From an optimization exercise on the open Yosys and OpenROAD flow, aimed at small area, a short achievable clock period and few clock cycles per item; shortcuts taken in it are not production practice.
In this exercise RTL edits were held to simulation tests only and were not proved equivalent to the original.
Power is estimated from default activity; no workload was simulated.

[flow/design.v]
module cpa66(a, b, ci, s);
input  [65:0] a;
input  [65:0] b;
input         ci;
output [65:0] s;
assign s = a + b + {65'd0, ci};
endmodule
module mont_step(S, C, k, a, B, N, So, Co, ko);
input  [65:0] S;
input  [65:0] C;
input         k;
input  [1:0]  a;
input  [64:0] B;
input  [63:0] N;
output [65:0] So;
output [65:0] Co;
output        ko;
wire       q0 = S[0] ^ C[0] ^ k ^ (a[0] & B[0]);
wire [2:0] v  = {1'b0, S[1:0]} + {1'b0, C[1:0]} + {2'b0, k}
              + (a[0] ? {1'b0, B[1:0]} : 3'd0)
              + (q0   ? {1'b0, N[1:0]} : 3'd0)
              + {1'b0, a[1] & B[0], 1'b0};
wire       q1 = v[1];
wire [67:0] p0 = a[0] ? {3'b0, B} : 68'd0;
wire [67:0] p1 = {(a[1] ? {2'b0, B} : 67'd0), k};
wire [67:0] r0 = q0 ? {4'b0, N} : 68'd0;
wire [67:0] r1 = {(q1 ? {3'b0, N} : 67'd0), 1'b0};
wire [67:0] s1 = S ^ C ^ p0;
wire [67:0] c1 = {((S & C) | (S & p0) | (C & p0)), 1'b0};
wire [67:0] s2 = s1 ^ c1 ^ p1;
wire [67:0] c2 = {((s1 & c1) | (s1 & p1) | (c1 & p1)), 1'b0};
wire [67:0] s3 = s2 ^ c2 ^ r0;
wire [67:0] c3 = {((s2 & c2) | (s2 & r0) | (c2 & r0)), 1'b0};
wire [67:0] s4 = s3 ^ c3 ^ r1;
wire [67:0] c4 = {((s3 & c3) | (s3 & r1) | (c3 & r1)), 1'b0};
assign So = s4[67:2];
assign Co = c4[67:2];
assign ko = s4[1] | s4[0] | c4[1];
endmodule
module RSA_Encryptor(private_key, public_key, message_val, clk, start, rst, cal_done, cal_val);
	input 	[63:0] 	private_key;	 
	input 	[63:0] 	public_key;		 
	input 	[63:0] 	message_val;	 
	input 			clk;
	input 			start;
	input 			rst;
	output	reg		cal_done;
	output	[63:0]	cal_val;
	localparam IDLE  = 3'd0;
	localparam SETUP = 3'd1;	 
	localparam DIV   = 3'd2;	 
	localparam MUL   = 3'd3;	 
	localparam CPA   = 3'd4;	 
	localparam FIX   = 3'd5;	 
	localparam M_SQ  = 2'd0;	 
	localparam M_MX  = 2'd1;	 
	localparam M_FIN = 2'd2;	 
	reg [2:0]  state;
	reg [1:0]  mode;
	reg        first;		 
	reg [7:0]  cnt;
	reg [6:0]  ecnt;		 
	reg [63:0] N;
	reg [63:0] E;
	reg [64:0] X;			 
	reg [64:0] A;			 
	reg [65:0] S;			 
	reg [65:0] C;
	reg        k;			 
	reg [1:0]  ad;			 
	assign cal_val = A[63:0];
	wire [65:0] cpa;
	cpa66 u_cpa(.a(S), .b(C), .ci(k), .s(cpa));
	wire [65:0] Sn, Cn;
	wire        kn;
	mont_step u_step(.S(S), .C(C), .k(k), .a(ad), .B(A), .N(N), .So(Sn), .Co(Cn), .ko(kn));
	wire        ok  = ~cpa[65];
	wire [64:0] rem = ok ? cpa[64:0] : S[64:0];
	wire        ez  = ~|E;
	wire        divbit = ez ? (cnt == 8'd63) : X[63];
	wire [67:0] dsrc = (mode == M_MX) ? {3'b0, X} : {3'b0, A};
	wire [1:0]  dnext = (mode == M_FIN) ? 2'b00 : dsrc[2*cnt[5:0]+2 +: 2];
	wire eshift = (state == SETUP || state == DIV) && !E[63] && ecnt != 7'd0;
	always @(posedge clk or posedge rst)
	begin
		if (rst)
		begin
			state    <= IDLE;
			cal_done <= 1'b0;
		end
		else
		begin
			cal_done <= 1'b0;
			case (state)
			IDLE:  if (start) state <= SETUP;
			SETUP: state <= DIV;
			DIV:   if (cnt == 8'd129) state <= CPA;
			MUL:   if (cnt == 8'd32) state <= CPA;
			CPA:   if (mode == M_FIN && !first) state <= FIX;
			       else state <= MUL;
			FIX:   begin
				cal_done <= 1'b1;
				state    <= IDLE;
			end
			default: state <= IDLE;
			endcase
		end
	end
	always @(posedge clk)
	begin
		case (state)
		MUL:     begin S <= Sn; C <= Cn; k <= kn; end
		DIV:     begin
			S <= {rem, divbit};
			if (cnt == 8'd129) begin C <= 66'd0; k <= 1'b0; end
			else begin C <= {2'b11, ~N}; k <= 1'b1; end
		end
		SETUP:   begin S <= 66'd0; C <= {2'b11, ~N}; k <= 1'b1; end
		default: begin S <= 66'd0; C <= 66'd0; k <= 1'b0; end
		endcase
		if (state == IDLE && start)
		begin
			E    <= private_key;
			ecnt <= 7'd64;
		end
		else if (eshift)
		begin
			E    <= {E[62:0], 1'b0};
			ecnt <= ecnt - 7'd1;
		end
		else if (state == CPA && !(mode == M_FIN && !first) &&
		         !(mode == M_SQ && E[63] && !first) && ecnt > 7'd1)
		begin
			E    <= {E[62:0], 1'b0};
			ecnt <= ecnt - 7'd1;
		end
		if (state == IDLE && start) N <= public_key;
		if (state == IDLE && start) X <= {1'b0, message_val};
		else if (state == DIV)      X <= {X[63:0], 1'b0};
		else if (state == CPA && first) X <= cpa[64:0];
		if (state == CPA)      A <= cpa[64:0];
		else if (state == FIX) A <= (A == {1'b0, N}) ? 65'd0 : A;
		case (state)
		SETUP: cnt <= 8'd0;
		DIV:   cnt <= cnt + 8'd1;
		MUL:   cnt <= cnt + 8'd1;
		default: cnt <= 8'd0;
		endcase
		if (state == DIV) first <= 1'b1;
		else if (state == CPA) first <= 1'b0;
		if (state == MUL) ad <= dnext;
		else if (state == CPA)
		begin
			if (mode == M_SQ && E[63] && !first)
			begin
				mode <= M_MX;
				ad   <= X[1:0];
			end
			else if (ecnt <= 7'd1)
			begin
				mode <= M_FIN;
				ad   <= 2'b01;
			end
			else
			begin
				mode <= M_SQ;
				ad   <= cpa[1:0];
			end
		end
	end
endmodule
[flow/run.sh]
#!/bin/bash
# synth_recipe.tcl (not shown) runs the flow's synth.tcl, then flattens the netlist and writes it again
# the make line also repeats each setting of config.mk as NAME=value (left out here)
make -C /OpenROAD-flow-scripts/flow DESIGN_CONFIG=/design/flow/config.mk WORK_HOME=/design/flow/orfs CLKGATE_MAP_FILE= SYNTH_SCRIPT=/design/flow/synth_recipe.tcl finish
[flow/config.mk]
export PLATFORM = sky130hd
export DESIGN_NAME = RSA_Encryptor
export DESIGN_NICKNAME = RSA_Encryptor
export VERILOG_FILES = /design/flow/design.v
export SDC_FILE = /design/flow/constraint.sdc
export NUM_CORES = 4
export LEC_CHECK = 0
export CAP_MARGIN = 20
export CORE_MARGIN = 2
export CORE_UTILIZATION = 40
export SLEW_MARGIN = 20
[flow/constraint.sdc]
create_clock -name core_clock -period 10.0 [get_ports {clk}]
set_input_delay 2.0000 -clock core_clock [delete_from_list [all_inputs] [get_ports {clk}]]
set_output_delay 2.0000 -clock core_clock [all_outputs]
set_load 0.01 [all_outputs]
==> results.env <==
RUN_STATUS='complete, no violations'
GRT_FIRST_PASS_WIRELENGTH_UM=151400
CRITICAL_PATH.MAX_FANOUT=36
FIN_NETS=3737
CTS_ROOT_BUF='clkbuf_16'
VDD_IR_DROP_MAX_mV=0.1277
POST-ROUTE-DRC-COUNT=0
NETLIST_INSTANCES=3096
PLACEMENT_ROWS=100
COMMONEST_CELLS_IN_THE_NETLIST='580 x nand2_1, 261 x edfxtp_1, 260 x fa_1'
TOTAL_POWER_mW=3.881
SYNTH-ADDER-AREA-SHARE_PCT=20.53
CTS_RESIZED=0
DIE_WIDTH_UM=278.4
CLK_PIN_SLEW_WORST_PATHS_PS=60
FINALSETUPTNS_PS=0
AREA_AFTER_DETAILED_PLACEMENT_UM2=33060
FLOORPLAN.CORE_AREA_UM2=74450
NUMBER_OF_ENABLE_FLIP_FLOP_CELLS_AFTER_SYNTHESIS=261
FIN_SKEW_PS=25.19
UNIQUE_CELL_TYPE_COUNT_IN_THE_YOSYS_NETLIST=78
PLACE.DETAILED.HPWL_UM=74270
TOP_AREA_CELL_TYPE_SHARE_OF_THE_NETLIST_AREA_PCT=26.03
RSZ0062_AT_GRT='false'
CTS_MADE_BUFFERS=50
FINAL-MAX-SLEW-VIOLATION-COUNT=0
SYN-MEAN-INSTANCE-AREA_UM2=9.726
HOLD_BUFFERS=0
ANT_NETS=0
PORT_BUFFERS=259
POST_CTS.REPAIR.SETUP_BUFFERS=0
SYNTHXORXNORAREAFRAC_PCT=3.690
POSTSYNTHREGISTERBITS=415
CLOCK_TREE_FROM_TRITONCTS='done'
DRT_FIRST_ITER_VIOLATIONS=2187
SYNTHMUXAREASHARE_PCT=4.695
CP.ARRIVAL_PS=5120
GRT_MAX_DEGREE=99
REGISTER_AREA_SHARE_AFTER_SYNTHESIS_PCT=36.33
CLKLATENCYLATEPIN_PS=630
HTREE_NUM_LEVELS=2
CLOCK-SINKS=415
STDCELL_AREA_UM2=34840
LAYOUT-DRIVE-GT1-SHARE_PCT=5.484
YOSYS.AREA_SHARE.SIMPLE_PCT=16.54
GRT_PASS1_VIAS=23467
ROUTED-VIA-COUNT=23756
POST_SYNTH_MAIN_AREA_CONTRIBUTORS='edfxtp_1 26%, fa_1 17%, dfxtp_1 10%, nand2_1 7.2%, and2_1 3.5%'
DRT_PRE_ANTENNA_ITERS=6
DIE_Y_UM=278.4
P_LEAK_nW=13.55
SYNTH_LARGEST_AREA_CELL='edfxtp_1'
SYNTHFLOPTYPE='edfxtp_1'
ROUTEDWLPERCELL_UM=23.92
FIN_CRIT_PS=4602
LARGEST_FAMILY_OF_LOGIC_CELLS_BY_SYNTHESIZED_AREA='adder cells'
SETUP_VIOL=0
GLOBALROUTEOVERFLOWTOTAL=0
WL_UM=100900
IO_PINS=260
CRIT_TYPE='reg -> reg'
INITIAL_ANTENNA_VIOLATION_COUNT=3
END_KIND='flop'
CRIT_REQUIRED_PS=10520
FLOW.AREA_GROWTH_FROM_SYNTHESIS_PCT=15.71
DETAIL_ROUTE.VIAS_PER_CELL=5.633
DIE_AREA_UM2=77490
FLOORPLAN.INITIALDENSITY_PCT=40.45
START_KIND='flop'
SYNTH-WARNING-COUNT=1
SYNTHMOSTINSTANTIATEDCELL='nand2_1'
DRV_CAP=0
POSTSYNTHNETCOUNT=3629
HOLD_VIOL_FINAL=0
SLEW_HEADROOM_PCT=24.35
SYNTH-COMPOUND-AREA-SHARE_PCT=11.30
WORST_SLEW_PIN_SLEW_PS=1124
HOLD_CLASS='reg -> reg'
POST-ROUTE-PERIOD-UTIL_PCT=46.02
GRT_USAGE_PCT=25.94
WHS_PS=516.7
CLOCK_PATH_BUFFERS=3
GP_CONGESTION=0.9970
MAX_FREQ_MHz=217.3
SYNTH-ASYNC-RESET-RATIO_PCT=0.9639
SYNTHESIS.AREA_UM2=30110
POWER-PER-CELL-AREA_nW_PER_UM2=111.4
[state kept, by name, indices dropped and copies added (netlist names)]
name      count
A            65
C            66
E            64
N            64
S            66
X            65
ad            2
cal_done      1
cnt           8
ecnt          7
first         1
k             1
mode          2
state         3
[area by class of cell]
cell class,instances,area (um^2)
Tap cell,969,1212
Timing Repair Buffer,281,2778
Antenna cell,2,5.005
Sequential cell,415,10940
Multi-Input combinational cell,2197,17180
Clock inverter,33,436.7
Fill cell,6980,39600
Inverter,259,977.2
Clock buffer,61,1313
[final timing paths]
path	start	to	slack, ps	cells after the start
worst max-delay path	S[0]$_DFF_P_	S[27]$_DFF_P_	5400	12
worst min-delay path	ecnt[6]$_SDFFE_PP1P_	ecnt[6]$_SDFFE_PP1P_	520	2
worst max register to register	S[0]$_DFF_P_	S[27]$_DFF_P_	5400	12
worst min register to register	ecnt[6]$_SDFFE_PP1P_	ecnt[6]$_SDFFE_PP1P_	520	2
max in group asynchronous	rst	state[0]$_DFFE_PP0P_	8240	2
min in group asynchronous	rst	state[2]$_DFFE_PP0P_	1570	2
[cell usage in the layout, fill, tap and decap left out, types with 7 or more instances in the layout]
cell / instances
a211oi_1: 11
a21o_1: 25
a21oi_1: 176
a31oi_1: 48
and2_1: 169
and3_1: 12
buf_4: 21
bufinv_16: 9
clkbuf_1: 9
clkbuf_16: 50
clkdlybuf4s50_1: 259
clkinv_1: 7
clkinv_2: 11
dfxtp_1: 149
edfxtp_1: 261
fa_1: 260
ha_1: 78
inv_1: 256
mux2i_1: 43
mux4_2: 41
nand2_1: 577
nand2b_1: 11
nand3_1: 24
nand4_1: 36
nor2_1: 175
nor2b_1: 7
nor3_1: 21
nor4_1: 34
o211ai_1: 7
o21a_1: 8
o21ai_0: 77
o21bai_1: 11
o22ai_1: 78
o31a_1: 16
o31ai_1: 13
xnor2_1: 70
xor2_1: 52
[kinds of logic (layout without fill, tap and decap cells)]
| logic type | Yosys count | in the layout |
|---|---|---|
| simple gates | 1102 | 1102 |
| buf+inv | 484 | 634 |
| flops | 415 | 415 |
| mux | 89 | 89 |
| compound gates | 542 | 542 |
| xor+xnor | 126 | 126 |
| other cells | 0 | 2 |
| fa+ha+maj | 338 | 338 |
[stage by stage]
| step | std cells | utilization (%) | worst slack [ps] |
|---|---|---|---|
| floorplan | 3096 | - | 3264 |
| global placement | 4120 | 44.41 | 5070 |
| detailed placement | 4120 | 44.41 | 5001 |
| CTS | 4214 | 46.76 | 5511 |
| global route | 4216 | 46.80 | 5272 |
| finish | 4217 | 46.80 | 5398 |
[metal layers]
metal	wire, um	vias up	global-route usage, %
met1	43920	11914	36.51
li1	-	10714	-
met5	0	-	0
met3	8721	145	5.356
met4	3541	0	8.773
met2	44700	983	39.83
[critical path, stage by stage, from the launching register on]
cell and delay, ps:
dfxtp_1 470, fa_1 280, a21oi_1 110, nand4b_1 270, a21o_1 250, a211o_1 380
a21oi_1 430, o31a_1 420, nor2_4 100, xor2_4 520, buf_4 650, mux2_2 410
o22ai_1 110
[power breakdown]
| part | switching [mW] | total (mW) | internal [mW] | leakage (nW) |
|---|---|---|---|---|
| Combinational | 0.0229 | 0.0894 | 0.0665 | 9.23 |
| Sequential | 0 | 1.80 | 1.80 | 3.46 |
| Clock | 0.814 | 1.99 | 1.18 | 0.856 |
Testbench counts, summed over its fixed seeds: cycles 105,980, items 32.

## re-timing with driven ports
In the flow no input, the clock included, has a driving cell. The finished layout below was timed again as built, in two steps.
Step 1, drivers: a clkbuf_16 drives clk and a buf_2 each remaining input, both assumed.
Step 2 times the ports against the registers' clock, not the clock port: input delays grow and output delays shrink by t, the midpoint of the rising clock arrivals with the driver on.
a / b / c = no drivers / after step 1 / after step 2; a / b = the first two.
t, ns: 0.680
slack for setup (ns): 5.398 / 5.398 / 4.970
worst setup path at the end: input to register
clock arrival spread, ns: 0.028 / 0.028
worst register clock-pin slew, ns: 0.07 / 0.07
After both steps setup and hold are still met in this run. For this run, drivers alone change the setup slack by 0.000 ns; drivers and shift together by -0.428 ns.
